Context: an optimization exercise on an open-source flow, tuned for small area, a short achievable clock period and few clock cycles. The choices shown serve that exercise and are no tape-out recipe. Where RTL was checked, it was by simulation tests only, not by an equivalence proof against the original. Only the layout flow was run in run 4; the RTL was not checked for function there. No run shown here takes its clock network from TritonCTS; it comes from the design's own scripts or RTL. The clock input has no modelled driver; a real chip could not lean on it and would need a root buffer or a full tree. Power and IR drop assume default switching activity.

==> flow/design.v <==
`timescale 1ns/10ps
module LBP ( clk, reset, gray_addr, gray_req, gray_ready, gray_data, lbp_addr, lbp_valid, lbp_data, finish);
input clk;
input reset;
output reg [13:0] gray_addr;
output reg gray_req;
input gray_ready;
input [7:0] gray_data;
output reg [13:0] lbp_addr;
output reg lbp_valid;
output reg [7:0] lbp_data;
output reg finish;
reg [2:0] r;         
reg col_end;         
reg x_last;          
reg valid1;          
reg last1;           
wire [6:0] gx = gray_addr[6:0];
wire [6:0] gy = gray_addr[13:7];
wire strip_end = col_end & x_last;
wire is_last = strip_end & (&gy);
always @(posedge clk or posedge reset) begin
    if (reset) begin
        gray_req <= 1'b0;
        finish <= 1'b0;
        lbp_valid <= 1'b0;
        valid1 <= 1'b0;
        last1 <= 1'b0;
    end else begin
        valid1 <= gray_req & (|r[2:1]) & (|gx[6:1]);
        lbp_valid <= valid1;
        last1 <= gray_req & is_last;
        if (last1) finish <= 1'b1;
        if (gray_req) begin
            if (is_last) gray_req <= 1'b0;
        end else if (gray_ready & ~finish & ~last1) begin
            gray_req <= 1'b1;
        end
    end
end
wire [6:0] y_inc = gy + 7'd1;
wire [6:0] y_col = gy - 7'd7;
wire [6:0] y_dec = gy - 7'd1;
always @(posedge clk) begin
    x_last <= &gx;
    if (!gray_req) begin
        gray_addr <= 14'd0;
        r <= 3'd0;
        col_end <= 1'b0;
    end else begin
        r <= r + 3'd1;
        col_end <= (r == 3'd6);
        gray_addr[13:7] <= !col_end ? y_inc : x_last ? y_dec : y_col;
        if (col_end) gray_addr[6:0] <= gx + 7'd1;
    end
end
wire prev_col_end = (r == 3'd0);
wire [6:0] lx = gx - {5'd0, prev_col_end, ~prev_col_end};
wire [6:0] ly = !prev_col_end ? gy - 7'd2 : x_last ? gy : gy + 7'd6;
function [1:0] cmp_merge;
    input [1:0] hi, lo;
    cmp_merge = {hi[1] | (~hi[0] & lo[1]), hi[0] | (~hi[1] & lo[0])};
endfunction
function [1:0] cmp;
    input [7:0] a, b;
    reg [1:0] p0, p1, p2, p3, p4, p5, p6, p7;
    begin
        p0 = {a[0] & ~b[0], ~a[0] & b[0]};
        p1 = {a[1] & ~b[1], ~a[1] & b[1]};
        p2 = {a[2] & ~b[2], ~a[2] & b[2]};
        p3 = {a[3] & ~b[3], ~a[3] & b[3]};
        p4 = {a[4] & ~b[4], ~a[4] & b[4]};
        p5 = {a[5] & ~b[5], ~a[5] & b[5]};
        p6 = {a[6] & ~b[6], ~a[6] & b[6]};
        p7 = {a[7] & ~b[7], ~a[7] & b[7]};
        cmp = cmp_merge(cmp_merge(cmp_merge(p7, p6), cmp_merge(p5, p4)),
                        cmp_merge(cmp_merge(p3, p2), cmp_merge(p1, p0)));
    end
endfunction
reg [7:0] c0, c1, c2, c3, c4, c5, c6, c7, c8, c9;
wire [1:0] k0 = cmp(c0, c9);
wire [1:0] k1 = cmp(c1, c9);
wire [1:0] k2 = cmp(c2, c9);
wire [1:0] k8 = cmp(c8, c9);
reg [8:0] d0;    
reg [7:0] d1;    
reg [6:0] d2;    
reg       d8;    
always @(posedge clk) begin
    c0 <= gray_data; c1 <= c0; c2 <= c1; c3 <= c2; c4 <= c3; c5 <= c4;
    c6 <= c5; c7 <= c6; c8 <= c7; c9 <= c8;
    d0 <= {d0[7:0], ~k0[1]};
    d1 <= {d1[6:0], ~k1[1]};
    d2 <= {d2[5:0], ~k2[1]};
    d8 <= ~k8[1];
    lbp_data <= {~k0[0], ~k8[0], d2[6], ~k1[0], d1[7], ~k2[0], d8, d0[8]};
    lbp_addr <= {ly, lx};
end
endmodule
==> flow/flow/run.sh <==
#!/bin/bash
# Layout flow: the standard synthesis, then the ORFS flow with the port buffers, the
# timing repair margins and a hand-built clock tree (flow/cts_manual.tcl, run in place of
# TritonCTS) chosen in flow/params.sh. Each tool's output is logged in this folder.
set -euo pipefail
W=$PWD
source flow/params.sh
bash standard.sh synth > synth.log 2>&1
make -C "$FLOW_HOME" DESIGN_CONFIG="$FLOW_CONFIG" WORK_HOME="$W/orfs" CLKGATE_MAP_FILE= \
  SYNTH_SCRIPT="$W/synth_recipe.tcl" PRE_CTS_TCL="$W/flow/cts_manual.tcl" "${PARAMS[@]}" \
  finish > layout.log 2>&1
R=$W/orfs/results/$FLOW_PLATFORM/LBP/base
: # left out here: write the final layout as DEF
==> flow/flow/cts_manual.tcl <==
set block [ord::get_db_block]
set db [ord::get_db]
set clk_net [$block findNet clk]
set master [$db findMaster $::env(MY_CTS_BUF)]
set sinks {}
foreach it [$clk_net getITerms] {
  set inst [$it getInst]
  set bb [$inst getBBox]
  lappend sinks [list $it [expr {([$bb xMin] + [$bb xMax]) / 2}] [expr {([$bb yMin] + [$bb yMax]) / 2}]]
}
puts "manual CTS: [llength $sinks] sinks"
# split into groups: by x into NX slices, each slice by y into NY parts
set nx $::env(MY_CTS_NX)
set ny $::env(MY_CTS_NY)
set sx [lsort -integer -index 1 $sinks]
set n [llength $sx]
set groups {}
for {set i 0} {$i < $nx} {incr i} {
  set a [expr {$i * $n / $nx}]
  set b [expr {($i + 1) * $n / $nx - 1}]
  set sl [lsort -integer -index 2 [lrange $sx $a $b]]
  set m [llength $sl]
  for {set j 0} {$j < $ny} {incr j} {
    lappend groups [lrange $sl [expr {$j * $m / $ny}] [expr {($j + 1) * $m / $ny - 1}]]
  }
}
# optional root buffer between the clock port and the group buffers
set drv_net $clk_net
if {$::env(MY_CTS_ROOT) ne ""} {
  set root [odb::dbInst_create $block [$db findMaster $::env(MY_CTS_ROOT)] "cts_root"]
  set rnet [odb::dbNet_create $block "clknet_root"]
  $rnet setSigType CLOCK
  [$root findITerm A] connect $clk_net
  [$root findITerm X] connect $rnet
  set drv_net $rnet
}
set k 0
set tx 0; set ty 0
foreach g $groups {
  set buf [odb::dbInst_create $block $master "cts_buf_$k"]
  set net [odb::dbNet_create $block "clknet_$k"]
  $net setSigType CLOCK
  [$buf findITerm A] connect $drv_net
  [$buf findITerm X] connect $net
  set sx 0; set sy 0
  foreach s $g {
    set it [lindex $s 0]
    $it disconnect
    $it connect $net
    incr sx [lindex $s 1]; incr sy [lindex $s 2]
  }
  set cx [expr {$sx / [llength $g]}]
  set cy [expr {$sy / [llength $g]}]
  $buf setLocation $cx $cy
  $buf setPlacementStatus PLACED
  incr tx $cx; incr ty $cy
  puts "manual CTS: buffer $k drives [llength $g] sinks at $cx $cy"
  incr k
}
if {$::env(MY_CTS_ROOT) ne ""} {
  $root setLocation [expr {$tx / $k}] [expr {$ty / $k}]
  $root setPlacementStatus PLACED
}
$clk_net setSigType CLOCK
set_placement_padding -global -left $::env(CELL_PAD_IN_SITES_DETAIL_PLACEMENT) -right $::env(CELL_PAD_IN_SITES_DETAIL_PLACEMENT)
detailed_placement
set_propagated_clock [all_clocks]
estimate_parasitics -placement
report_clock_skew
repair_timing_helper
detailed_placement
check_placement -verbose
report_checks -path_delay max -format full_clock_expanded
orfs_write_db $::env(RESULTS_DIR)/4_1_cts.odb
orfs_write_sdc $::env(RESULTS_DIR)/4_cts.sdc
exit
==> flow/flow/params.sh <==
export MY_CTS_BUF=sky130_fd_sc_hd__clkbuf_16 MY_CTS_NX=3 MY_CTS_NY=2 MY_CTS_ROOT=sky130_fd_sc_hd__clkbuf_16
PARAMS=(
  CORE_UTILIZATION=60 CORE_MARGIN=2 CAP_MARGIN=20 SLEW_MARGIN=20
  SETUP_SLACK_MARGIN=2.5
  "BUFFER_PORTS_ARGS=-buffer_cell sky130_fd_sc_hd__buf_2"
)
==> flow/standard.sh <==
#!/bin/bash
# synth_recipe.tcl (not shown) runs the flow's synth.tcl, then flattens the netlist and writes it again
# the make line also repeats each setting of config.mk as NAME=value (left out here)
make -C /OpenROAD-flow-scripts/flow DESIGN_CONFIG=/design/flow/config.mk WORK_HOME=/design/flow/orfs CLKGATE_MAP_FILE= SYNTH_SCRIPT=/design/flow/synth_recipe.tcl "${@:-finish}"
==> flow/config.mk <==
export PLATFORM = sky130hd
export DESIGN_NAME = LBP
export DESIGN_NICKNAME = LBP
export VERILOG_FILES = /design/flow/design.v
export SDC_FILE = /design/flow/constraint.sdc
export NUM_CORES = 4
export LEC_CHECK = 0
export CAP_MARGIN = 20
export CORE_MARGIN = 2
export CORE_UTILIZATION = 40
export SLEW_MARGIN = 20
==> flow/constraint.sdc <==
create_clock -name core_clock -period 4.0 [get_ports {clk}]
set_input_delay 0.8000 -clock core_clock [delete_from_list [all_inputs] [get_ports {clk}]]
set_output_delay 0.8000 -clock core_clock [all_outputs]
set_load 0.01 [all_outputs]
==> summary.txt, run 1 <==
Status
  • Run status: no timing/DRC/antenna violations

Power and ir drop
  • Psw: 1.22 mW
  • Combinational power share: 0.348
  • Sequential Power Share: 0.472
  • Pleak: 2.60 nW
  • Clock network fraction of total power: 0.179
  • Sw frac: 0.301
  • Cell Pwr Density: 669 mW/mm^2
  • P_int: 2.84 mW
  • Peak supply drop: 0.417 mV

STA
  • WHS: 0.323 ns
  • Slew Limit Fails: 0
  • Min cycle time layout: 1.73 ns
  • Fin Setup TNS: 0 ns
  • Worst Skew: 0.00902 ns
  • Finish-stage setup viols: 0
  • FMAX: 579 MHz
  • RSZ-0062 raised after global routing: yes
  • Slew Limit Headroom: 0.640
  • Final Hold Vio Count: 0
  • Tightest Pin Transition: 0.534 ns
  • Final Cycle Share: 0.432

Placed design
  • GPL Wtd Cong: 0.854
  • Post-DP HPWL: 5270 um
  • Port Buf Inserts: 49
  • Placed Cells: 545
  • Placed Area: 0.00510 sq mm

Worst setup path
  • CP top delay family: compound AO/OA/AOI/OAI gates
  • Peak per-stage delay on the critical path: 0.39 ns
  • CP max stage cell: dfxtp_4
  • Critical Path RT: 4.25 ns
  • Critical Path AT: 1.97 ns
  • Worst Setup Start Kind: register
  • CP bufs+invs: 0
  • Critical path class: reg -> reg
  • CP Cell Sequence: nand2_4 -> xnor2_2 -> ha_2 -> a221oi_2 -> nor3_2 -> a31oi_1 -> xnor2_1 -> and2_1
  • Crit path max fanout: 3
  • CP Capture Type: register

Floorplanning
  • Core area: 0.00765 sq mm
  • Horiz. Die Dim: 92.5 um
  • Die area: 0.00855 sq mm
  • Overall die height: 92.5 um
  • IO Pins: 50
  • Std cell rows: 32
  • Starting Density: 0.614

Drt
  • DR iter-0 viols: 93
  • DR pass1 iterations: 4
  • Vias per std cell: 5.23
  • DR DRC count: 0
  • Final antenna-violating net count: 0
  • WL per Instance: 15.6 um
  • Routed vias: 3078
  • Total Wirelength: 9170 um

Finish
  • ANT cells: 0
  • Finished Layout Cells: 588
  • Most frequent cells in the layout: dfxtp_1 (112), buf_4 (31), buf_2 (27)
  • Top flop regs: gray_addr: 14 flops, lbp_addr: 14 flops, d0: 9 flops
  • Most common cell after layout, fill and taps aside: dfxtp_1
  • Post-route cell area: 0.00606 sq mm
  • Area grow syn2layout: 29.1%
  • Layout net count: 511
  • Ratio of cells with drive above 1 in the final layout: 0.412

Worst hold path
  • Hold crit path type: reg -> reg

Global routing
  • Initial antenna violation count: 0
  • Largest net degree at the start of global routing: 27
  • GRT overflow: 0
  • Number of global-route vias before repair: 2948
  • All-layer global routing usage: 0.196
  • Global-route wire length before repair: 13700 um

Logic synthesis
  • Post-Syn Nets: 427
  • Mapped Avg Cell Area: 11.6 sq um
  • Synth unique cells: 43
  • Yosys warning total: 1
  • Mapped Cells: 404
  • #FFs+latches synth: 151
  • Post-Syn Area: 0.00470 sq mm
  • Sequential share of the synthesized area: 0.649

Clocking
  • Clk slew on worst S/H paths: 0.10 ns
  • Worst-Skew Late Latency: 0.34 ns

Job
  • Max-cap violations: 0
layout make-up:
type / instances / area [sq um]
flip-flops and latches: 151 / 3140
fillers: 439 / 1590
repair buffers: 85 / 681
multi-input cells: 216 / 1840
well taps: 102 / 128
inverters: 27 / 101
plain buffers: 7 / 175
synth_stat cells, drive strengths merged:
| cell type | n | area (sq um) |
|---|---|---|
| nor2 | 21 | 78.8 |
| a21oi | 13 | 65.1 |
| xnor2 | 18 | 158 |
| mux2i | 2 | 20.0 |
| o21bai | 2 | 15.0 |
| o211a | 1 | 10.0 |
| ha | 11 | 138 |
| and2 | 14 | 87.6 |
| nand2 | 23 | 86.3 |
| dfxtp | 146 | 2920 |
| dfrtp | 5 | 125 |
| a32oi | 1 | 8.76 |
| a21boi | 3 | 22.5 |
| maj3 | 21 | 223 |
| a211oi | 5 | 37.5 |
| nand3 | 5 | 25.0 |
| xor2 | 5 | 43.8 |
| fa | 1 | 20.0 |
| and2b | 3 | 22.5 |
| o2111ai | 3 | 26.3 |
| o221a | 1 | 11.3 |
| o311ai | 1 | 8.76 |
| and3 | 3 | 18.8 |
| a221oi | 5 | 43.8 |
| a2111oi | 1 | 8.76 |
| nand2b | 12 | 75.1 |
| o21a | 1 | 7.51 |
| nor2b | 13 | 81.3 |
| inv | 27 | 101 |
| a21o | 1 | 7.51 |
| a311o | 2 | 20.0 |
| buf | 1 | 7.51 |
| o41ai | 1 | 8.76 |
| a31oi | 1 | 6.26 |
| nor3 | 4 | 20.0 |
| nor4 | 5 | 31.3 |
| clkbuf | 9 | 33.8 |
| nand4 | 2 | 12.5 |
| o21ai | 10 | 50.1 |
| or3 | 1 | 6.26 |
power by group through the flow:
stage	Clock [mW]	Sequential [mW]	Combinational, mW
detailed placement	0	1.99	0.837
global placement	0	1.98	0.819
finish	0.728	1.92	1.41
global route	0.798	1.94	1.52
floorplan	0	1.97	0.604
path summary, 6_finish.rpt:
path,to,depth (start not counted),slack (ns),start
min in group asynchronous,last1,2,0.33,reset
setup reg to reg,gray_addr[13],8,2.27,col_end
max in group asynchronous,gray_req,2,3.49,reset
setup / recovery,gray_addr[13],8,2.27,col_end
hold reg to reg,c7[7],0,0.32,c6[7]
hold / removal,c7[7],0,0.32,c6[7]
cells by family (layout without fill, tap and decap cells):
family | count (synthesis) | count (layout) | share of synthesized area
AOI/OAI and AO/OA | 52 | 52 | 0.0762
buffers and inverters | 37 | 119 | 0.0304
adders and majority gates | 33 | 33 | 0.0810
muxes | 2 | 2 | 0.00426
and+or+nand+nor | 106 | 106 | 0.116
DFF | 151 | 151 | 0.649
xor gates and xnor gates | 23 | 23 | 0.0429
routing by layer:
metal  wire length [um]  share of wire  vias to the layer above  global-route usage
met5                  0              0                        -                   0
met4                135          0.015                        0              0.0236
met3                320          0.035                       14              0.0195
met2               4900           0.53                       67               0.383
met1               3820           0.42                     1482               0.238
li1                   -              -                     1515                   -
through the flow:
step	total power, mW	setup slack [ns]	utilization
after floorplan	2.57	2.27	-
after global placement	2.80	2.18	0.667
after detailed placement	2.82	2.13	0.667
after global routing	4.26	2.26	0.793
final	4.06	2.27	0.793
timing repair:
action | CTS | global route
setup endpoints to repair | 58 | 60
hold buffers | 0 | 0
setup buffers | 30 | 6
resized for setup | 85 | 53
gates cloned | 0 | 0
pin swaps | 35 | 34
endpoints found under the hold margin | 0 | 0
Testbench counts, summed over its fixed seeds: cycles 172,048.
==> run 2, diff against run 1 <==
==> flow/flow/run.sh (replaced) <==
#!/bin/bash
# Layout flow: the standard synthesis; its combinational logic re-mapped by
# flow/remap.tcl (flip-flops untouched); then the ORFS flow with the port buffers, the
# timing repair margins and a hand-built clock tree (flow/cts_manual.tcl, run in place of
# TritonCTS) chosen in flow/params.sh. Each tool's output is logged in this folder.
set -euo pipefail
W=$PWD
source flow/params.sh
bash standard.sh synth > synth.log 2>&1
R=$W/orfs/results/$FLOW_PLATFORM/LBP/base
cp "$R/1_2_yosys.v" "$W/standard_1_2_yosys.v"
LIB_FILE="$FLOW_HOME/platforms/$FLOW_PLATFORM/lib/sky130_fd_sc_hd__tt_025C_1v80.lib" \
NETLIST_IN="$W/standard_1_2_yosys.v" NETLIST_OUT="$W/remapped.v" \
DONT_USE="$(cat flow/dont_use.txt)" \
  yosys -c flow/remap.tcl > remap.log 2>&1
cp "$W/remapped.v" "$R/1_2_yosys.v"
make -C "$FLOW_HOME" DESIGN_CONFIG="$FLOW_CONFIG" WORK_HOME="$W/orfs" CLKGATE_MAP_FILE= \
  SYNTH_SCRIPT="$W/synth_recipe.tcl" PRE_CTS_TCL="$W/flow/cts_manual.tcl" "${PARAMS[@]}" \
  finish > layout.log 2>&1
: # left out here: write the final layout as DEF
==> flow/flow/dont_use.txt (new file) <==
sky130_fd_sc_hd__lpflow_bleeder_1
sky130_fd_sc_hd__lpflow_clkbufkapwr_1
sky130_fd_sc_hd__lpflow_clkbufkapwr_16
sky130_fd_sc_hd__lpflow_clkbufkapwr_2
sky130_fd_sc_hd__lpflow_clkbufkapwr_4
sky130_fd_sc_hd__lpflow_clkbufkapwr_8
sky130_fd_sc_hd__lpflow_clkinvkapwr_1
sky130_fd_sc_hd__lpflow_clkinvkapwr_16
sky130_fd_sc_hd__lpflow_clkinvkapwr_2
sky130_fd_sc_hd__lpflow_clkinvkapwr_4
sky130_fd_sc_hd__lpflow_clkinvkapwr_8
sky130_fd_sc_hd__lpflow_decapkapwr_12
sky130_fd_sc_hd__lpflow_decapkapwr_3
sky130_fd_sc_hd__lpflow_decapkapwr_4
sky130_fd_sc_hd__lpflow_decapkapwr_6
sky130_fd_sc_hd__lpflow_decapkapwr_8
sky130_fd_sc_hd__lpflow_inputiso0n_1
sky130_fd_sc_hd__lpflow_inputiso0p_1
sky130_fd_sc_hd__lpflow_inputiso1n_1
sky130_fd_sc_hd__lpflow_inputiso1p_1
sky130_fd_sc_hd__lpflow_inputisolatch_1
sky130_fd_sc_hd__lpflow_isobufsrc_1
sky130_fd_sc_hd__lpflow_isobufsrc_16
sky130_fd_sc_hd__lpflow_isobufsrc_2
sky130_fd_sc_hd__lpflow_isobufsrc_4
sky130_fd_sc_hd__lpflow_isobufsrc_8
sky130_fd_sc_hd__lpflow_isobufsrckapwr_16
sky130_fd_sc_hd__lpflow_lsbuf_lh_hl_isowell_tap_1
sky130_fd_sc_hd__lpflow_lsbuf_lh_hl_isowell_tap_2
sky130_fd_sc_hd__lpflow_lsbuf_lh_hl_isowell_tap_4
sky130_fd_sc_hd__lpflow_lsbuf_lh_isowell_4
sky130_fd_sc_hd__lpflow_lsbuf_lh_isowell_tap_1
sky130_fd_sc_hd__lpflow_lsbuf_lh_isowell_tap_2
sky130_fd_sc_hd__lpflow_lsbuf_lh_isowell_tap_4
sky130_fd_sc_hd__probe_p_8
sky130_fd_sc_hd__probec_p_8
==> flow/flow/params.sh (replaced) <==
export MY_CTS_BUF=sky130_fd_sc_hd__clkbuf_8 MY_CTS_NX=4 MY_CTS_NY=2 MY_CTS_ROOT=sky130_fd_sc_hd__clkbuf_16
PARAMS=(
  CORE_UTILIZATION=50 CORE_MARGIN=2 CAP_MARGIN=20 SLEW_MARGIN=20
  SETUP_SLACK_MARGIN=2.4
  "BUFFER_PORTS_ARGS=-buffer_cell sky130_fd_sc_hd__buf_2"
)
==> flow/flow/remap.tcl (new file) <==
# Re-maps the combinational logic of the standard synthesis's netlist with Yosys's
# default ABC script. The flip-flops are kept as they are (same instances, names and
# cells): their cell modules are kept as hierarchy, everything else is flattened into
# gates and mapped again.
yosys read_liberty -ignore_miss_func $::env(LIB_FILE)
yosys read_verilog $::env(NETLIST_IN)
yosys hierarchy -top $::env(FLOW_TOP)
yosys setattr -mod -set keep_hierarchy 1 sky130_fd_sc_hd__df*
yosys flatten
yosys opt -purge
yosys techmap
yosys opt
set du {}
foreach c $::env(DONT_USE) { lappend du -dont_use $c }
yosys abc -liberty $::env(LIB_FILE) {*}$du
yosys opt_clean -purge
yosys hilomap -singleton -hicell sky130_fd_sc_hd__conb_1 HI -locell sky130_fd_sc_hd__conb_1 LO
yosys splitnets
yosys opt_clean -purge
yosys write_verilog -noattr -noexpr -nohex -nodec $::env(NETLIST_OUT)
yosys stat -liberty $::env(LIB_FILE)
==> run 2 against run 1 <==
Clock power decreased by 15%. Cell area is 13% lower. Combinational power is 36% lower. Worst hold slack lost 0.015 ns. Flip-flop and latch count stayed put. Via count is 10% lower. Worst setup slack improved by 0.046 ns. Maximum frequency is 2.7% higher. Critical endpoint is now gray_req. Largest power group unchanged.
==> summary.txt, run 2 <==
Worst setup path
  • CP top delay family: flip-flops
  • CP max stage cell: dfrtp_2
  • Critical Path RT: 3.20 ns
  • Crit path max fanout: 2
  • Setup slack on the worst flop-to-flop path: 2.41 ns
  • Worst Setup Start Kind: register
  • CP Cell Sequence: buf_6
  • CP bufs+invs: 1
  • R2r endpoint: lbp_addr[11]
  • Peak per-stage delay on the critical path: 0.43 ns
  • Critical Path AT: 0.88 ns
  • CP Capture Type: primary output
  • FF-to-FF Start: r[2]
  • Critical path class: reg -> out
  • Worst r2r path cells: 4

Worst hold path
  • Hold crit path type: in -> async

STA
  • Min cycle time layout: 1.68 ns
  • Slew Limit Fails: 0
  • Finish-stage setup viols: 0
  • RSZ-0062 raised after global routing: yes
  • Slew Limit Headroom: 0.706
  • Fin Setup TNS: 0 ns
  • FMAX: 595 MHz
  • Tightest Pin Transition: 0.437 ns
  • Final Cycle Share: 0.420
  • Worst setup margin: 2.32 ns
  • Final Hold Vio Count: 0
  • Worst Skew: 0.0159 ns

Drt
  • WL per Instance: 12.4 um
  • Total Wirelength: 6890 um
  • DR DRC count: 0
  • Final antenna-violating net count: 0
  • Met2 routed WL: 3220 um
  • Vias per std cell: 4.98
  • Metal3 WL: 302 um
  • Top Metal Used: met4
  • Met1 WL: 3280 um
  • Routed vias: 2771
  • DR pass1 iterations: 4
  • DR iter-0 viols: 114

Global routing
  • Global-route wire length before repair: 11500 um
  • All-layer global routing usage: 0.141
  • GRT overflow: 0
  • Largest net degree at the start of global routing: 20
  • Number of global-route vias before repair: 2625
  • Initial antenna violation count: 0

Power and ir drop
  • P_int: 2.48 mW
  • Sw frac: 0.273
  • Sequential Power Share: 0.555
  • Pleak: 2.23 nW
  • Psw: 931 uW
  • Peak supply drop: 0.383 mV
  • Cell Pwr Density: 649 mW/mm^2
  • Clock network fraction of total power: 0.182
  • Combinational power share: 0.263

Finish
  • Multi-input gate area: 0.00123 sq mm
  • Most common cell after layout, fill and taps aside: dfxtp_1
  • Ratio of cells with drive above 1 in the final layout: 0.268
  • Sequential cell area: 0.00312 sq mm
  • Most frequent cells in the layout: dfxtp_1 (121), buf_2 (27), buf_6 (24)
  • Area grow syn2layout: 22.6%
  • Filler cells: 693
  • ANT cells: 0
  • Top flop regs: gray_addr: 14 flops, lbp_addr: 14 flops, d0: 9 flops
  • Finished Layout Cells: 556
  • Layout net count: 464

Logic synthesis
  • Mapped Cells: 368
  • Yosys warning total: 1
  • Post-Syn Nets: 379
  • Post-Syn Area: 0.00429 sq mm
  • Mapped Avg Cell Area: 11.7 sq um

Placed design
  • Port Buf Inserts: 49
  • Setup WS pre-CTS: 2.24 ns
  • Post-DP HPWL: 4420 um
  • GPL Wtd Cong: 0.773
  • Placed Cells: 522

Floorplanning
  • Horiz. Die Dim: 96.6 um
  • Core area: 0.00826 sq mm
  • Overall die height: 96.6 um
  • Std cell rows: 33
  • Die area: 0.00934 sq mm
  • IO Pins: 50
  • Starting Density: 0.519

Clocking
  • Worst-Skew Late Latency: 0.34 ns
  • Clk slew on worst S/H paths: 0.11 ns

Status
  • Run status: no timing/DRC/antenna violations

Job
  • Max-cap violations: 0
run 2: changes by cell type in the layout (fill, tap and decap cells not counted), moves of 9 or more:
| cell | change |
|---|---|
| maj3_2 | -18 |
| inv_1 | -19 |
| dfxtp_1 | +9 |
| and2_1 | -13 |
| o21ai_0 | +17 |
| xnor2_1 | -11 |
| clkinv_1 | +15 |
| a21oi_1 | +13 |
run 2: how the worst max path moves through the flow:
stage          cells past startpoint     start            to  slack, ns
6_report                           1  gray_req      gray_req       2.32
5_1_grt                            1  gray_req      gray_req       2.26
3_5_place_dp                       1  gray_req      gray_req       2.24
3_3_place_gp                       1  gray_req      gray_req       2.27
2_1_floorplan                      4      r[0]  lbp_addr[11]       2.40
run 2: area by class of cell:
class / count / area share
Buffer: 9 / 0.0257
Inverter: 17 / 0.0121
Multi-Input combinational cell: 200 / 0.234
Sequential cell: 151 / 0.593
Tap cell: 105 / 0.0250
Timing Repair Buffer: 74 / 0.110
run 2: timing repair:
item                                    CTS  global route
hold buffers                              0             0
resized for setup                        51            25
endpoints found under the setup margin   26            47
setup buffers                            23             2
pin swaps                                 2             6
endpoints found under the hold margin     0             0
run 2: per-layer routing:
layer	up-vias	track usage
li1	1435	-
met1	1274	0.190
met2	55	0.251
met3	7	0.0188
met4	0	0.0163
met5	-	0
run 2: power groups by stage:
stage | clock network (mW) | registers, mW | logic, mW
6_report | 0.622 | 1.89 | 0.897
5_1_grt | 0.713 | 1.92 | 0.979
3_5_place_dp | 0 | 1.97 | 0.553
3_3_place_gp | 0 | 1.96 | 0.544
2_1_floorplan | 0 | 2.00 | 0.299
run 2: metrics by stage:
stage | hold WS, ns | power (mW) | instance area [sq um] | utilization
2_1_floorplan | 0.310 | 2.30 | 4300 | -
3_3_place_gp | 0.310 | 2.50 | 4680 | 0.567
3_5_place_dp | 0.312 | 2.52 | 4680 | 0.567
6_report | 0.308 | 3.41 | 5260 | 0.637
5_1_grt | 0.290 | 3.62 | 5260 | 0.637
==> run 3, diff against run 2 <==
==> flow/flow/params.sh (replaced) <==
export MY_CTS_BUF=sky130_fd_sc_hd__clkbuf_16 MY_CTS_NX=2 MY_CTS_NY=2 MY_CTS_ROOT=
PARAMS=(
  CORE_UTILIZATION=50 CORE_MARGIN=2 CAP_MARGIN=20 SLEW_MARGIN=20
  SETUP_SLACK_MARGIN=2.4
  "BUFFER_PORTS_ARGS=-buffer_cell sky130_fd_sc_hd__buf_2"
)
==> run 3 against run 2 <==
Global-route usage shrank 1.1 points. Register-to-register slack is essentially flat. First-iteration DRC count fell by 12%. Total power shrank 9.5%. Critical endpoint is now lbp_addr[11]. Via count decreased by 2.6%. Routed wire length down 6.2%. Still clean.
==> summary.txt, run 3 <==
Finish
  • Most common cell after layout, fill and taps aside: dfxtp_1
  • ANT cells: 0
  • Layout net count: 446
  • Ratio of cells with drive above 1 in the final layout: 0.222
  • Most frequent cells in the layout: dfxtp_1 (128), buf_2 (49), o21ai_0 (24)
  • Area grow syn2layout: 15.4%
  • Top flop regs: gray_addr: 14 flops, lbp_addr: 14 flops, d0: 9 flops
  • Finished Layout Cells: 538
  • Post-route cell area: 0.00495 sq mm

Placed design
  • Post-DP HPWL: 4420 um
  • GPL Wtd Cong: 0.773
  • Port Buf Inserts: 49
  • Setup WS pre-CTS: 2.24 ns
  • Placed Area: 0.00468 sq mm
  • Placed Cells: 522

Worst setup path
  • Crit path max fanout: 4
  • Worst Setup Start Kind: register
  • Crit path launch: r[2]
  • Critical Path AT: 1.69 ns
  • Critical path class: reg -> reg
  • Critical Path RT: 4.09 ns
  • CP Capture Type: register
  • FF-to-FF Start: r[2]

Global routing
  • Global routing usage on met2: 0.241
  • Met1 Track Usage GR: 0.172
  • All-layer global routing usage: 0.130
  • Global-route wire length before repair: 10800 um
  • Largest net degree at the start of global routing: 39
  • Number of global-route vias before repair: 2480
  • GRT overflow: 0
  • Gr busiest metal: met2
  • GR Util met3: 0.0137
  • Initial antenna violation count: 0

Worst hold path
  • Hold crit path type: reg -> reg
  • HP Start: c3[2]

Job
  • Max-cap violations: 0

STA
  • Min cycle time layout: 1.60 ns
  • Worst setup margin: 2.40 ns
  • Final Cycle Share: 0.400
  • Slew Limit Fails: 0
  • RSZ-0062 raised after global routing: yes
  • Finish-stage setup viols: 0
  • Final Hold Vio Count: 0
  • Worst Skew: 0.0148 ns
  • Slew Limit Headroom: 0.710
  • Fin Setup TNS: 0 ns
  • FMAX: 625 MHz
  • Tightest Pin Transition: 0.432 ns

Clocking
  • Clk slew on worst S/H paths: 0.12 ns
  • Worst-Skew Late Latency: 0.19 ns
  • Hold_buf cts: 0

Power and ir drop
  • Cell Pwr Density: 624 mW/mm^2
  • Peak supply drop: 0.315 mV
  • Pleak: 2.09 nW

Floorplanning
  • IO Pins: 50
  • Starting Density: 0.519
  • Die area: 0.00934 sq mm
  • Std cell rows: 33
  • Horiz. Die Dim: 96.6 um
  • Overall die height: 96.6 um
  • Core area: 0.00826 sq mm

Drt
  • Final antenna-violating net count: 0
  • WL per Instance: 12.0 um
  • Routed vias: 2699
  • Vias per std cell: 5.02
  • Total Wirelength: 6460 um
  • DR DRC count: 0
  • DR iter-0 viols: 100
  • DR pass1 iterations: 4

Logic synthesis
  • Post-Syn Nets: 379
  • Post-Syn Area: 0.00429 sq mm
  • Yosys warning total: 1
  • Mapped Avg Cell Area: 11.7 sq um
  • Mapped Cells: 368

Status
  • Run status: no timing/DRC/antenna violations
## run 3: cell count changes in the layout (fill, tap and decap cells not counted), sizes merged
cell	previous run	this run
buf	74	61
clkbuf	9	4
## run 3: power by group
part           switching, mW  internal [mW]  total [mW]
Clock                  0.341          0.188       0.529
Combinational          0.304          0.302       0.606
Sequential             0.183           1.77        1.95
## run 3: worst max-delay path, cell delays in order (launching register included)
cell,delay [ns]
dfxtp_2,0.34
or3_4,0.41
or3_4,0.36
mux2_4,0.27
xnor2_1,0.12
## run 3: stage by stage
| stage | total power [mW] | util | hold slack (ns) |
|---|---|---|---|
| 2_1_floorplan | 2.30 | - | 0.310 |
| 3_5_place_dp | 2.52 | 0.567 | 0.312 |
| 5_1_grt | 3.27 | 0.599 | 0.332 |
| 3_3_place_gp | 2.50 | 0.567 | 0.310 |
| 6_report | 3.09 | 0.599 | 0.328 |
## run 3: timing repair
item	CTS	global route
buffers inserted	4	8
resized for setup	23	15
pin swaps	2	3
endpoints found under the setup margin	20	13
hold endpoints to repair	0	0
## run 3: path summary, 6_finish.rpt
path / end / slack, ns / cells past startpoint
max: lbp_addr[11] / 2.40 / 4
min: c4[2] / 0.33 / 0
max reg2reg: lbp_addr[11] / 2.40 / 4
min reg2reg: c4[2] / 0.33 / 0
max in group asynchronous: gray_req / 3.39 / 2
min in group asynchronous: last1 / 0.46 / 2
## run 3: layout make-up
type	instances	area (sq um)
Tap cell	105	131
Timing Repair Buffer	61	335
Fill cell	733	3310
Buffer	4	100
Sequential cell	151	3100
Multi-Input combinational cell	200	1220
Inverter	17	63.8
## run 3: per-layer routing
| metal | part of all wire | vias up |
|---|---|---|
| li1 | - | 1406 |
| met5 | 0 | - |
| met2 | 0.48 | 47 |
| met4 | 0.0087 | 0 |
| met1 | 0.48 | 1241 |
| met3 | 0.037 | 5 |
==> run 4, diff against run 3 <==
--- a/flow/design.v
+++ b/flow/design.v
@@ -16,4 +16,6 @@
 reg valid1;          
 reg last1;           
+reg prev_col_end;    
+reg prev_strip_end;  
 wire [6:0] gx = gray_addr[6:0];
 wire [6:0] gy = gray_addr[13:7];
@@ -44,4 +46,6 @@
 always @(posedge clk) begin
     x_last <= &gx;
+    prev_col_end <= col_end;
+    prev_strip_end <= strip_end;
     if (!gray_req) begin
         gray_addr <= 14'd0;
@@ -55,7 +59,6 @@
     end
 end
-wire prev_col_end = (r == 3'd0);
 wire [6:0] lx = gx - {5'd0, prev_col_end, ~prev_col_end};
-wire [6:0] ly = !prev_col_end ? gy - 7'd2 : x_last ? gy : gy + 7'd6;
+wire [6:0] ly = !prev_col_end ? gy - 7'd2 : prev_strip_end ? gy : gy + 7'd6;
 function [1:0] cmp_merge;
     input [1:0] hi, lo;
==> flow/flow/params.sh (replaced) <==
export MY_CTS_BUF=sky130_fd_sc_hd__clkbuf_16 MY_CTS_NX=2 MY_CTS_NY=2 MY_CTS_ROOT=
PARAMS=(
  CORE_UTILIZATION=65 CORE_MARGIN=2 CAP_MARGIN=20 SLEW_MARGIN=20
  SETUP_SLACK_MARGIN=2.6
  "BUFFER_PORTS_ARGS=-buffer_cell sky130_fd_sc_hd__buf_2"
)
==> run 4 against run 3 <==
Still clean. Utilization grew 26 points. Global-route usage up 6.8 points. First-iteration DRC count is 72% higher. Synthesized cell count grew 1.6%. Maximum frequency decreased by 9.3%. Sequential share of layout area is 4.7 points lower.
==> summary.txt, run 4 <==
Finish
  • Filler cells: 296
  • Layout net count: 482
  • Area grow syn2layout: 25.9%
  • Most common cell after layout, fill and taps aside: dfxtp_1
  • Post-layout util: 0.855
  • Top flop regs: gray_addr: 14 flops, lbp_addr: 14 flops, d0: 9 flops
  • Finished Layout Cells: 546
  • Most frequent cells in the layout: dfxtp_1 (122), buf_4 (36), nand2_1 (30)
  • ANT cells: 0
  • Ratio of cells with drive above 1 in the final layout: 0.311

Worst setup path
  • Crit path max fanout: 5
  • Critical Path AT: 1.89 ns
  • Critical path class: reg -> reg
  • Critical Path RT: 4.13 ns
  • Peak per-stage delay on the critical path: 0.39 ns
  • Setup slack on the worst flop-to-flop path: 2.24 ns
  • CP top delay family: compound AO/OA/AOI/OAI gates
  • CP Capture Type: register
  • CP Cell Sequence: o311a_1 -> a21o_1 -> a31oi_4 -> a22o_1 -> a21oi_1 -> and3b_1
  • CP max stage cell: o311a_1
  • CP bufs+invs: 0
  • Worst Setup Start Kind: register

Clocking
  • Hold_buf cts: 0
  • Clk slew on worst S/H paths: 0.12 ns
  • Worst-Skew Late Latency: 0.18 ns

Floorplanning
  • Starting Density: 0.679
  • Overall die height: 85.7 um
  • Horiz. Die Dim: 85.7 um
  • Die area: 0.00735 sq mm
  • Std cell rows: 29
  • IO Pins: 50
  • Core area: 0.00639 sq mm

Placed design
  • Post-DP HPWL: 4540 um
  • Placed Cells: 500
  • GPL Wtd Cong: 0.761
  • Port Buf Inserts: 49

STA
  • Final Cycle Share: 0.441
  • Fin Setup TNS: 0 ns
  • Slew Limit Fails: 0
  • WHS: 0.332 ns
  • FMAX: 567 MHz
  • Min cycle time layout: 1.76 ns
  • Finish-stage setup viols: 0
  • Worst Skew: 0.0104 ns
  • Final Hold Vio Count: 0
  • Slew Limit Headroom: 0.594
  • RSZ-0062 raised after global routing: yes
  • Tightest Pin Transition: 0.604 ns

Drt
  • Routed vias: 3059
  • Final antenna-violating net count: 0
  • DR DRC count: 0
  • DR pass1 iterations: 4
  • Total Wirelength: 8740 um
  • Vias per std cell: 5.60
  • DR iter-0 viols: 172
  • WL per Instance: 16.0 um

Logic synthesis
  • Mapped Avg Cell Area: 11.6 sq um
  • Post-Syn Area: 0.00434 sq mm
  • Mapped Cells: 374
  • Post-Syn Nets: 385
  • Yosys warning total: 1

Global routing
  • Number of global-route vias before repair: 2740
  • All-layer global routing usage: 0.198
  • Largest net degree at the start of global routing: 40
  • GRT overflow: 0
  • Initial antenna violation count: 0
  • Global-route wire length before repair: 12100 um

Power and ir drop
  • Cell Pwr Density: 655 mW/mm^2
  • Clock network fraction of total power: 0.149
  • Combinational power share: 0.309
  • Peak supply drop: 0.668 mV
  • Pleak: 2.34 nW
  • Psw: 1.03 mW
  • Sequential Power Share: 0.542
  • P_int: 2.54 mW
  • Sw frac: 0.289

Job
  • Max-cap violations: 0

Status
  • Run status: no timing/DRC/antenna violations

Worst hold path
  • Hold crit path type: reg -> reg
-- run 4: changes by cell type in the layout (fill, tap and decap cells not counted), moves of 4 or more --
cell and change:
and3_1 -4, buf_2 -20, buf_4 +24, buf_6 +24
clkinv_1 -4, dfxtp_1 -6, dfxtp_4 +5, nand2_1 +11
nor2_1 -9, o21ai_0 -4, o21ai_1 +4
-- run 4: per-layer routing --
layer	share of wire	track usage	vias to the layer above
met3	0.060	0.0192	21
met5	0	0	-
met4	0.025	0.0418	0
li1	-	-	1469
met1	0.40	0.244	1440
met2	0.52	0.376	129
-- run 4: layout make-up --
class | count | area [sq um] | share of cell area
plain buffers | 4 | 100 | 0.0183
multi-input cells | 205 | 1330 | 0.243
well taps | 77 | 96.3 | 0.0176
flip-flops and latches | 153 | 3160 | 0.578
repair buffers | 91 | 709 | 0.130
inverters | 16 | 70.1 | 0.0128
-- run 4: final timing paths --
check                             start  cells past startpoint            end
setup / recovery           gray_addr[7]                      6  gray_addr[13]
hold / removal                    d1[3]                      0          d1[4]
setup reg to reg           gray_addr[7]                      6  gray_addr[13]
hold reg to reg                   d1[3]                      0          d1[4]
max in group asynchronous         reset                      2       gray_req
min in group asynchronous         reset                      2         valid1
-- run 4: worst register-to-register path: cells and delay by family, from the launching register on --
family,cells,cell delay [ns]
AO/OA/AOI/OAI,5,1.11
flip-flops,1,0.38
AND/OR/NAND/NOR,1,0.22
-- run 4: power groups by stage --
stage | registers, mW | logic, mW | clock network, mW
after floorplan | 2.03 | 0.325 | 0
after global placement | 1.98 | 0.568 | 0
after detailed placement | 2.00 | 0.587 | 0
after global routing | 1.96 | 1.18 | 0.599
final | 1.94 | 1.10 | 0.531
-- run 4: through the flow --
stage	total power [mW]	setup slack [ns]	area, sq um
2_1_floorplan	2.35	2.42	4370
3_3_place_gp	2.55	2.29	4710
3_5_place_dp	2.58	2.26	4710
5_1_grt	3.74	2.19	5460
6_report	3.58	2.24	5460
-- run 4: repair_timing --
action | CTS | global route
endpoints found under the setup margin | 52 | 58
gates resized for setup | 49 | 42
setup buffers | 27 | 15
pin swaps | 4 | 8
==> run 5, diff against run 4 <==
--- a/flow/design.v
+++ b/flow/design.v
@@ -16,6 +16,4 @@
 reg valid1;          
 reg last1;           
-reg prev_col_end;    
-reg prev_strip_end;  
 wire [6:0] gx = gray_addr[6:0];
 wire [6:0] gy = gray_addr[13:7];
@@ -46,6 +44,4 @@
 always @(posedge clk) begin
     x_last <= &gx;
-    prev_col_end <= col_end;
-    prev_strip_end <= strip_end;
     if (!gray_req) begin
         gray_addr <= 14'd0;
@@ -59,6 +55,7 @@
     end
 end
+wire prev_col_end = (r == 3'd0);
 wire [6:0] lx = gx - {5'd0, prev_col_end, ~prev_col_end};
-wire [6:0] ly = !prev_col_end ? gy - 7'd2 : prev_strip_end ? gy : gy + 7'd6;
+wire [6:0] ly = !prev_col_end ? gy - 7'd2 : x_last ? gy : gy + 7'd6;
 function [1:0] cmp_merge;
     input [1:0] hi, lo;
==> flow/flow/run.sh (replaced) <==
#!/bin/bash
set -euo pipefail
W=$PWD
source flow/params.sh
bash standard.sh synth > synth.log 2>&1
R=$W/orfs/results/$FLOW_PLATFORM/LBP/base
cp "$R/1_2_yosys.v" "$W/standard_1_2_yosys.v"
LIB_FILE="$FLOW_HOME/platforms/$FLOW_PLATFORM/lib/sky130_fd_sc_hd__tt_025C_1v80.lib" \
NETLIST_IN="$W/standard_1_2_yosys.v" NETLIST_OUT="$W/remapped.v" \
DONT_USE="$(cat flow/dont_use.txt)" \
  yosys -c flow/remap.tcl > remap.log 2>&1
cp "$W/remapped.v" "$R/1_2_yosys.v"
bash standard.sh PRE_CTS_TCL="$W/flow/cts_manual.tcl" \
  "BUFFER_PORTS_ARGS=-buffer_cell $PORT_BUF" finish > layout.log 2>&1
==> flow/flow/params.sh (replaced) <==
# clock tree of flow/cts_manual.tcl: MY_CTS_NX x MY_CTS_NY groups of flip-flops, each
# driven by one MY_CTS_BUF; MY_CTS_ROOT, if set, is a buffer between them and the port.
export MY_CTS_BUF=sky130_fd_sc_hd__clkbuf_16 MY_CTS_NX=2 MY_CTS_NY=2 MY_CTS_ROOT=
PORT_BUF=sky130_fd_sc_hd__buf_2
--- a/flow/config.mk
+++ b/flow/config.mk
@@ -8,4 +8,5 @@
 export CAP_MARGIN = 20
 export CORE_MARGIN = 2
-export CORE_UTILIZATION = 40
+export CORE_UTILIZATION = 50
+export SETUP_SLACK_MARGIN = 2.4
 export SLEW_MARGIN = 20
==> run 5 against run 4 <==
Highest routed layer unchanged. Largest cell class unchanged. Utilization shrank 26 points. Worst hold slack got worse by 0.0043 ns. Critical path depth is 2 lower. Critical endpoint is now lbp_addr[11]. Clock power barely moved. Global-route usage down 6.8 points. Die area is 27% higher. Flip-flop and latch count down 2. First-iteration DRC count decreased by 42%. Sequential power about the same. Cell area down 9.4%. Synthesized cell count fell by 1.6%.
==> summary.txt, run 5 <==
Status
  • Run status: no timing/DRC/antenna violations

Logic synthesis
  • Mapped Avg Cell Area: 11.7 sq um
  • Post-Syn Nets: 379
  • Post-Syn Area: 0.00429 sq mm
  • Yosys warning total: 1
  • Mapped Cells: 368

Finish
  • Area grow syn2layout: 15.4%
  • Top flop regs: gray_addr: 14 flops, lbp_addr: 14 flops, d0: 9 flops
  • Multi-input gate area: 0.00122 sq mm
  • Most common cell after layout, fill and taps aside: dfxtp_1
  • Finished Layout Cells: 538
  • Layout net count: 446
  • Sequential cell area: 0.00310 sq mm
  • Ratio of cells with drive above 1 in the final layout: 0.222
  • Filler cells: 733
  • ANT cells: 0
  • Most frequent cells in the layout: dfxtp_1 (128), buf_2 (49), o21ai_0 (24)

Global routing
  • Largest net degree at the start of global routing: 39
  • GRT overflow: 0
  • Initial antenna violation count: 0
  • Number of global-route vias before repair: 2480
  • Global-route wire length before repair: 10800 um
  • All-layer global routing usage: 0.130

Worst setup path
  • Worst Setup Start Kind: register
  • Critical Path RT: 4.09 ns
  • FF-to-FF Start: r[2]
  • Critical Path AT: 1.69 ns
  • Peak per-stage delay on the critical path: 0.41 ns
  • WP depth: 4
  • R2r endpoint: lbp_addr[11]
  • Crit path max fanout: 4
  • Top cell by count, worst path: or3_4
  • CP top delay family: simple AND/OR/NAND/NOR gates
  • Setup slack on the worst flop-to-flop path: 2.40 ns
  • Worst r2r path cells: 4
  • CP Cell Sequence: or3_4 -> or3_4 -> mux2_4 -> xnor2_1
  • CP bufs+invs: 0
  • CP max stage cell: or3_4
  • Critical path class: reg -> reg
  • CP Capture Type: register

STA
  • Final Cycle Share: 0.400
  • Finish-stage setup viols: 0
  • Worst setup margin: 2.40 ns
  • FMAX: 625 MHz
  • RSZ-0062 raised after global routing: yes
  • Worst Skew: 0.0148 ns
  • Tightest Pin Transition: 0.432 ns
  • Slew Limit Fails: 0
  • Final Hold Vio Count: 0
  • Fin Setup TNS: 0 ns
  • Min cycle time layout: 1.60 ns
  • Slew Limit Headroom: 0.710
  • WHS: 0.328 ns

Power and ir drop
  • Clock network fraction of total power: 0.171
  • Sw frac: 0.268
  • Pleak: 2.09 nW
  • PnR Total Power: 3.09 mW
  • Peak supply drop: 0.315 mV
  • Psw: 828 uW
  • Combinational power share: 0.196
  • Cell Pwr Density: 624 mW/mm^2
  • Sequential Power Share: 0.632
  • P_int: 2.26 mW

Floorplanning
  • Horiz. Die Dim: 96.6 um
  • Die area: 0.00934 sq mm
  • Overall die height: 96.6 um
  • Core area: 0.00826 sq mm
  • Std cell rows: 33
  • IO Pins: 50
  • Starting Density: 0.519

Placed design
  • Port Buf Inserts: 49
  • GPL Wtd Cong: 0.773
  • Placed Cells: 522
  • Setup WS pre-CTS: 2.24 ns
  • Post-DP HPWL: 4420 um

Drt
  • WL per Instance: 12.0 um
  • Vias per std cell: 5.02
  • Total Wirelength: 6460 um
  • Routed vias: 2699
  • DR DRC count: 0
  • DR pass1 iterations: 4
  • Final antenna-violating net count: 0
  • DR iter-0 viols: 100

Worst hold path
  • Hold Crit Depth: 0
  • HP Start: c3[2]
  • Hold EP: c4[2]
  • Hold crit path type: reg -> reg

Clocking
  • Worst-Skew Late Latency: 0.19 ns
  • Hold_buf cts: 0
  • Clk slew on worst S/H paths: 0.12 ns

Job
  • Max-cap violations: 0
## run 5: worst register-to-register path, stage by stage (launching register included)
cell and delay (ns):
dfxtp_2 0.34, or3_4 0.41, or3_4 0.36, mux2_4 0.27
xnor2_1 0.12
## run 5: per-stage QoR
step / util / area (sq um)
final: 0.599 / 4950
after global routing: 0.599 / 4950
after detailed placement: 0.567 / 4680
after global placement: 0.567 / 4680
after floorplan: - / 4300
## run 5: power groups by stage
stage               logic [mW]  registers, mW  clock network [mW]
floorplan                0.299           2.00                   0
global placement         0.544           1.96                   0
detailed placement       0.553           1.97                   0
global route             0.673           1.99               0.603
finish                   0.606           1.95               0.529
## run 5: worst max-delay path by stage
stage | to | startpoint
floorplan | lbp_addr[11] | r[0]
global placement | gray_req | gray_req
detailed placement | gray_req | gray_req
global route | lbp_addr[6] | r[2]
finish | lbp_addr[11] | r[2]
## run 5: repair_timing
action                     CTS  global route
gates resized for setup     23            15
setup endpoints to repair   20            13
cloned                       0             0
hold endpoints to repair     0             0
pin swaps                    2             3
buffers inserted             4             8
## run 5: cell type report
class                           count  area share
Buffer                              4      0.0202
Inverter                           17      0.0129
Sequential cell                   151       0.626
Multi-Input combinational cell    200       0.247
Tap cell                          105      0.0265
Timing Repair Buffer               61      0.0677
## run 5: per-layer routing
metal,track usage,part of all wire,vias to the layer above
li1,-,-,1406
met1,0.172,0.48,1241
met2,0.241,0.48,47
met3,0.0137,0.037,5
met4,0.00975,0.0087,0
met5,0,0,-
Testbench counts of run 5, summed over its fixed seeds: cycles 172,048.
==> run 6, diff against run 5 <==
--- a/flow/design.v
+++ b/flow/design.v
@@ -14,6 +14,4 @@
 reg col_end;         
 reg x_last;          
-reg valid1;          
-reg last1;           
 wire [6:0] gx = gray_addr[6:0];
 wire [6:0] gy = gray_addr[13:7];
@@ -25,21 +23,17 @@
         finish <= 1'b0;
         lbp_valid <= 1'b0;
-        valid1 <= 1'b0;
-        last1 <= 1'b0;
     end else begin
-        valid1 <= gray_req & (|r[2:1]) & (|gx[6:1]);
-        lbp_valid <= valid1;
-        last1 <= gray_req & is_last;
-        if (last1) finish <= 1'b1;
+        lbp_valid <= gray_req & (|r[2:1]) & (|gx[6:1]);
         if (gray_req) begin
-            if (is_last) gray_req <= 1'b0;
-        end else if (gray_ready & ~finish & ~last1) begin
+            if (is_last) begin
+                gray_req <= 1'b0;
+                finish <= 1'b1;
+            end
+        end else if (gray_ready & ~finish) begin
             gray_req <= 1'b1;
         end
     end
 end
-wire [6:0] y_inc = gy + 7'd1;
-wire [6:0] y_col = gy - 7'd7;
-wire [6:0] y_dec = gy - 7'd1;
+wire [6:0] y_step = {{4{col_end}}, {2{strip_end}}, 1'b1};
 always @(posedge clk) begin
     x_last <= &gx;
@@ -51,11 +45,8 @@
         r <= r + 3'd1;
         col_end <= (r == 3'd6);
-        gray_addr[13:7] <= !col_end ? y_inc : x_last ? y_dec : y_col;
+        gray_addr[13:7] <= gy + y_step;
         if (col_end) gray_addr[6:0] <= gx + 7'd1;
     end
 end
-wire prev_col_end = (r == 3'd0);
-wire [6:0] lx = gx - {5'd0, prev_col_end, ~prev_col_end};
-wire [6:0] ly = !prev_col_end ? gy - 7'd2 : x_last ? gy : gy + 7'd6;
 function [1:0] cmp_merge;
     input [1:0] hi, lo;
@@ -78,6 +69,6 @@
     end
 endfunction
-reg [7:0] c0, c1, c2, c3, c4, c5, c6, c7, c8, c9;
-wire [1:0] k0 = cmp(c0, c9);
+reg [7:0] c1, c2, c3, c4, c5, c6, c7, c8, c9;
+wire [1:0] k0 = cmp(gray_data, c9);
 wire [1:0] k1 = cmp(c1, c9);
 wire [1:0] k2 = cmp(c2, c9);
@@ -88,5 +79,5 @@
 reg       d8;    
 always @(posedge clk) begin
-    c0 <= gray_data; c1 <= c0; c2 <= c1; c3 <= c2; c4 <= c3; c5 <= c4;
+    c1 <= gray_data; c2 <= c1; c3 <= c2; c4 <= c3; c5 <= c4;
     c6 <= c5; c7 <= c6; c8 <= c7; c9 <= c8;
     d0 <= {d0[7:0], ~k0[1]};
@@ -95,5 +86,5 @@
     d8 <= ~k8[1];
     lbp_data <= {~k0[0], ~k8[0], d2[6], ~k1[0], d1[7], ~k2[0], d8, d0[8]};
-    lbp_addr <= {ly, lx};
+    lbp_addr <= {gy - 7'd1, gx - 7'd1};
 end
 endmodule
==> run 6 against run 5 <==
Worst hold slack improved by 0.0061 ns. Combinational power decreased by 12%. Via count decreased by 8.2%. Global-route usage is 0.18 points higher. Routed wire length is 5.9% lower. Sequential power shrank 6%. Clock power fell by 3%.
==> summary.txt, run 6 <==
Status
  • Run status: no timing/DRC/antenna violations

Clocking
  • Clk slew on worst S/H paths: 0.12 ns
  • Hold_buf cts: 0
  • Worst-Skew Late Latency: 0.18 ns

Finish
  • Multi-input gate area: 0.00112 sq mm
  • Top flop regs: gray_addr: 14 flops, lbp_addr: 14 flops, d0: 9 flops
  • Filler cells: 675
  • Most common cell after layout, fill and taps aside: dfxtp_1
  • Area grow syn2layout: 16.5%
  • Sequential cell area: 0.00288 sq mm
  • ANT cells: 0
  • Most frequent cells in the layout: dfxtp_1 (119), buf_2 (48), clkinv_1 (18), a21oi_1 (18)
  • Layout net count: 399
  • Ratio of cells with drive above 1 in the final layout: 0.256

Drt
  • DR iter-0 viols: 91
  • Final antenna-violating net count: 0
  • Total Wirelength: 6080 um
  • DR pass1 iterations: 4
  • DR DRC count: 0
  • Routed vias: 2477
  • Vias per std cell: 5.08
  • WL per Instance: 12.5 um

Worst setup path
  • CP bufs+invs: 1
  • Critical Path AT: 1.69 ns
  • CP Capture Type: register
  • Critical Path RT: 4.09 ns
  • Worst Setup Start Kind: input pin
  • CP max stage cell: maj3_2
  • CP Cell Sequence: buf_2 -> o22ai_1 -> o21ai_1 -> maj3_2 -> a21o_1
  • CP top delay family: compound AO/OA/AOI/OAI gates
  • Crit path max fanout: 3
  • Critical path class: in -> reg
  • Peak per-stage delay on the critical path: 0.31 ns

Worst hold path
  • Hold crit path type: reg -> reg

Logic synthesis
  • Post-Syn Nets: 339
  • Mapped Avg Cell Area: 12.0 sq um
  • Yosys warning total: 1
  • Post-Syn Area: 0.00395 sq mm
  • Mapped Cells: 328

Global routing
  • GRT overflow: 0
  • All-layer global routing usage: 0.132
  • Gr busiest metal: met2
  • Number of global-route vias before repair: 2171
  • Global-route wire length before repair: 9620 um
  • Largest net degree at the start of global routing: 37
  • GR Util met3: 0.0146
  • Global routing usage on met2: 0.234
  • Initial antenna violation count: 0
  • Met1 Track Usage GR: 0.181

Floorplanning
  • Starting Density: 0.514
  • Horiz. Die Dim: 92.9 um
  • Overall die height: 92.9 um
  • Die area: 0.00863 sq mm
  • Std cell rows: 32
  • IO Pins: 50
  • Core area: 0.00769 sq mm

STA
  • Worst Skew: 0.00745 ns
  • Final Cycle Share: 0.401
  • FMAX: 624 MHz
  • Min cycle time layout: 1.60 ns
  • Fin Setup TNS: 0 ns
  • Finish-stage setup viols: 0
  • Final Hold Vio Count: 0
  • Tightest Pin Transition: 0.428 ns
  • Slew Limit Headroom: 0.712
  • Slew Limit Fails: 0
  • RSZ-0062 raised after global routing: yes

Power and ir drop
  • Peak supply drop: 0.353 mV
  • Cell Pwr Density: 625 mW/mm^2
  • Pleak: 1.92 nW
  • PnR Total Power: 2.88 mW

Placed design
  • GPL Wtd Cong: 0.776
  • Post-DP HPWL: 4070 um
  • Port Buf Inserts: 49

Job
  • Max-cap violations: 0
run 6: cell count changes in the layout (fill, tap and decap cells not counted), sizes merged, moves of 4 or more:
cell | previous run | this run
maj3 | 0 | 4
o21ai | 24 | 19
or3 | 5 | 1
nand2 | 19 | 14
nor2 | 20 | 15
dfxtp | 146 | 138
nand2b | 13 | 8
a22oi | 5 | 0
buf | 61 | 54
nand3 | 10 | 4
run 6: worst paths after layout:
path / slack [ns] / cells after the start / endpoint / start
max in group asynchronous: 3.43 / 2 / gray_req / reset
min in group asynchronous: 0.45 / 2 / finish / reset
max: 2.40 / 5 / lbp_data[7] / gray_data[6]
min: 0.33 / 0 / c6[2] / c5[2]
max reg2reg: 2.48 / 5 / gray_addr[12] / gray_addr[9]
min reg2reg: 0.33 / 0 / c6[2] / c5[2]
run 6: where the power goes:
part           switching (mW)  leakage, nW  internal, mW
clock network           0.327       0.0493         0.187
registers               0.183         1.20          1.65
logic                   0.269        0.670         0.263
total                   0.779         1.92          2.10
run 6: layout make-up:
class	count	share of cell area
flip-flops and latches	141	0.625
inverters	22	0.0193
repair buffers	54	0.0628
well taps	102	0.0277
multi-input cells	165	0.243
plain buffers	4	0.0217
run 6: through the flow:
step           worst slack, ns  hold WS [ns]  std cells  cell area [sq um]   util
6_report                  2.40         0.334        488               4600  0.599
5_1_grt                   2.34         0.345        488               4600  0.599
3_5_place_dp              2.11         0.312        479               4350  0.565
3_3_place_gp              2.13         0.310        479               4350  0.565
2_1_floorplan             2.29         0.310        328               3970      -
run 6: repair_timing:
item                       in CTS  in global routing
setup endpoints to repair      20                 19
buffers inserted                1                  4
resized for setup              27                 23
pin swaps                       7                  8
run 6: worst register-to-register path, stage by stage, from the launching register on:
cell and delay [ns]:
dfxtp_2 0.38, or3_4 0.44, a31oi_4 0.24, o21ai_0 0.15
a21boi_1 0.16, o21a_1 0.12
run 6: routing by layer:
metal | vias up | wire length [um]
li1 | 1260 | -
met1 | 1154 | 2960
met2 | 59 | 2750
met3 | 4 | 309
met4 | 0 | 68
met5 | - | 0
Testbench counts of run 6, summed over its fixed seeds: cycles 172,040.
==> run 7, diff against run 6 <==
--- a/flow/flow/params.sh
+++ b/flow/flow/params.sh
@@ -3,2 +3,4 @@
 export MY_CTS_BUF=sky130_fd_sc_hd__clkbuf_16 MY_CTS_NX=2 MY_CTS_NY=2 MY_CTS_ROOT=
 PORT_BUF=sky130_fd_sc_hd__buf_2
+# ABC script flow/remap.tcl maps the logic with
+export ABC_SCRIPT="+strash;dch;map -a;topo;stime"
--- a/flow/flow/remap.tcl
+++ b/flow/flow/remap.tcl
@@ -1,3 +1,4 @@
-# Re-maps the combinational logic of the standard synthesis's netlist with Yosys's
+# Re-maps the combinational logic of the standard synthesis's netlist with the ABC script
+# ABC_SCRIPT when set (else Yosys's default one) for the
 # default ABC script. The flip-flops are kept as they are (same instances, names and
 # cells): their cell modules are kept as hierarchy, everything else is flattened into
@@ -13,5 +14,5 @@
 set du {}
 foreach c $::env(DONT_USE) { lappend du -dont_use $c }
-yosys abc -liberty $::env(LIB_FILE) {*}$du
+if {[info exists ::env(ABC_SCRIPT)]} { yosys abc -script $::env(ABC_SCRIPT) -liberty $::env(LIB_FILE) {*}$du } else { yosys abc -liberty $::env(LIB_FILE) {*}$du }
 yosys opt_clean -purge
 yosys hilomap -singleton -hicell sky130_fd_sc_hd__conb_1 HI -locell sky130_fd_sc_hd__conb_1 LO
==> run 7 against run 6 <==
Highest routed layer unchanged. Sequential share of layout area grew 0.76 points. Still clean. First-iteration DRC count shrank 40%. Critical path depth fell by 4. Worst hold slack worse by 0.0051 ns. Critical endpoint is now gray_addr[13]. Synthesized area is 0.32% higher. Cell area down 1.8%. Combinational power fell by 83%.
==> summary.txt, run 7 <==
Status
  • Run status: no timing/DRC/antenna violations

Worst setup path
  • Worst r2r path cells: 10
  • Critical Path AT: 0.73 ns
  • Critical path class: reg -> out
  • Peak per-stage delay on the critical path: 0.40 ns
  • Crit path max fanout: 3
  • CP bufs+invs: 1
  • CP Capture Type: primary output
  • WP depth: 1
  • Worst Setup Start Kind: register
  • CP max stage cell: dfxtp_1
  • Critical Path RT: 3.20 ns
  • CP Cell Sequence: buf_2
  • CP top delay family: flip-flops
  • Setup slack on the worst flop-to-flop path: 2.51 ns

Floorplanning
  • Core area: 0.00769 sq mm
  • Std cell rows: 32
  • Die area: 0.00866 sq mm
  • Horiz. Die Dim: 93.0 um
  • Starting Density: 0.516
  • Overall die height: 93.0 um
  • IO Pins: 50

Finish
  • Ratio of cells with drive above 1 in the final layout: 0.191
  • Post-layout util: 0.588
  • Sequential cell area: 0.00286 sq mm
  • Post-route cell area: 0.00452 sq mm
  • Most frequent cells in the layout: dfxtp_1 (126), buf_2 (49), nand2_1 (48)
  • ANT cells: 0
  • Most common cell after layout, fill and taps aside: dfxtp_1
  • Finished Layout Cells: 542
  • Layout net count: 453
  • Filler cells: 667
  • Multi-input gate area: 991 sq um
  • Top flop regs: gray_addr: 14 flops, lbp_addr: 14 flops, d0: 9 flops
  • Area grow syn2layout: 14.0%

STA
  • Fin Setup TNS: 0 ns
  • Finish-stage setup viols: 0
  • Min cycle time layout: 1.53 ns
  • Worst Skew: 0.00984 ns
  • Tightest Pin Transition: 0.374 ns
  • FMAX: 652 MHz
  • Slew Limit Fails: 0
  • Slew Limit Headroom: 0.749
  • WHS: 0.329 ns
  • RSZ-0062 raised after global routing: yes
  • Final Hold Vio Count: 0
  • Worst setup margin: 2.47 ns
  • Final Cycle Share: 0.383

Placed design
  • GPL Wtd Cong: 0.860
  • Port Buf Inserts: 49
  • Post-DP HPWL: 4360 um
  • Setup WS pre-CTS: 2.19 ns
  • Placed Area: 0.00434 sq mm
  • Placed Cells: 534

Power and ir drop
  • Cell Pwr Density: 466 mW/mm^2
  • Pleak: 1.92 nW
  • Peak supply drop: 0.260 mV
  • PnR Total Power: 2.11 mW

Logic synthesis
  • Post-Syn Area: 0.00396 sq mm
  • Mapped Avg Cell Area: 10.3 sq um
  • Yosys warning total: 1
  • Post-Syn Nets: 394
  • Mapped Cells: 383

Global routing
  • Initial antenna violation count: 0
  • Largest net degree at the start of global routing: 37
  • GRT overflow: 0
  • Number of global-route vias before repair: 2371
  • Global-route wire length before repair: 9780 um
  • All-layer global routing usage: 0.133

Drt
  • Final antenna-violating net count: 0
  • Total Wirelength: 5840 um
  • DR iter-0 viols: 55
  • Vias per std cell: 4.77
  • DR pass1 iterations: 4
  • Routed vias: 2587
  • WL per Instance: 10.8 um
  • DR DRC count: 0

Clocking
  • Clk slew on worst S/H paths: 0.12 ns
  • Hold_buf cts: 0
  • Worst-Skew Late Latency: 0.18 ns

Worst hold path
  • Hold crit path type: reg -> reg
  • Hold Crit Depth: 0

Job
  • Max-cap violations: 0
## run 7: worst paths after layout
check                                endpoint     startpoint
worst max-delay path            gray_addr[13]  gray_addr[13]
worst min-delay path                    c5[0]          c4[0]
worst max register to register   gray_addr[5]   gray_addr[1]
worst min register to register          c5[0]          c4[0]
max in group asynchronous            gray_req          reset
min in group asynchronous            gray_req          reset
## run 7: layer usage
| metal | share of wire | vias to the layer above | track usage | wire length (um) |
|---|---|---|---|---|
| met5 | 0 | - | 0 | 0 |
| met3 | 0.044 | 10 | 0.00967 | 257 |
| li1 | - | 1374 | - | - |
| met2 | 0.46 | 55 | 0.243 | 2710 |
| met1 | 0.47 | 1148 | 0.174 | 2740 |
| met4 | 0.023 | 0 | 0.0282 | 136 |
## run 7: cell type report
class,instances,area share
flip-flops and latches,141,0.633
multi-input cells,198,0.219
repair buffers,53,0.0609
inverters,44,0.0366
well taps,102,0.0282
plain buffers,4,0.0222
## run 7: repair_timing
action,in CTS,in global routing
gates resized for setup,9,20
pin swaps,0,2
hold endpoints to repair,0,0
endpoints found under the setup margin,8,13
cloned,0,0
setup buffers,1,3
## run 7: worst reg2reg max path: stages, from the launching register on
cell	delay, ns
dfxtp_4	0.39
clkinv_1	0.07
nor2_2	0.13
clkinv_1	0.11
nor2_2	0.17
inv_2	0.06
nor2_2	0.14
nand2_1	0.10
nor2_2	0.10
o21ai_0	0.08
nor2_1	0.08
## run 7: report_power, final
part	leakage [nW]	total (mW)	switching, mW	internal, mW
Sequential	1.19	1.51	0.0264	1.49
Combinational	0.679	0.0894	0.0531	0.0363
Clock	0.0493	0.505	0.317	0.187

## port drivers added, routing unchanged
The flow's constraints put no driver on any port. The routed layouts listed below were extracted and timed again, unchanged, in two steps. Step 1 (the two cells are an assumption about what drives the block):
set clk [get_ports {clk}]
set_driving_cell -lib_cell sky130_fd_sc_hd__clkbuf_16 $clk
set_driving_cell -lib_cell sky130_fd_sc_hd__buf_2 [delete_from_list [all_inputs] $clk]
Step 2 moves the port delays by t, midway between the first and last clock arrival at a register: inputs arrive t later, outputs are due t later. That takes back most of the time a late clock gives input paths. a / b / c = no drivers / after step 1 / after step 2; a / b = the first two.
run	t (ns)	setup slack, ns	hold WS [ns]
run 1	0.371	2.274 / 2.274 / 2.274	0.323 / 0.316 / 0.323
run 2	0.366	2.320 / 2.286 / 2.406	0.308 / 0.294 / 0.320
run 3	0.255	2.401 / 2.363 / 2.401	0.328 / 0.328 / 0.328
run 4	0.250	2.237 / 2.237 / 2.237	0.332 / 0.332 / 0.332
run 5	0.255	2.401 / 2.363 / 2.401	0.328 / 0.328 / 0.328
run 6	0.251	2.397 / 2.356 / 2.192	0.334 / 0.334 / 0.334
run 7	0.246	2.466 / 2.391 / 2.302	0.329 / 0.329 / 0.329
After both steps every run listed still meets setup and hold. For run 6, which loses most, drivers alone change the setup slack by -0.041 ns; drivers and shift together by -0.205 ns.
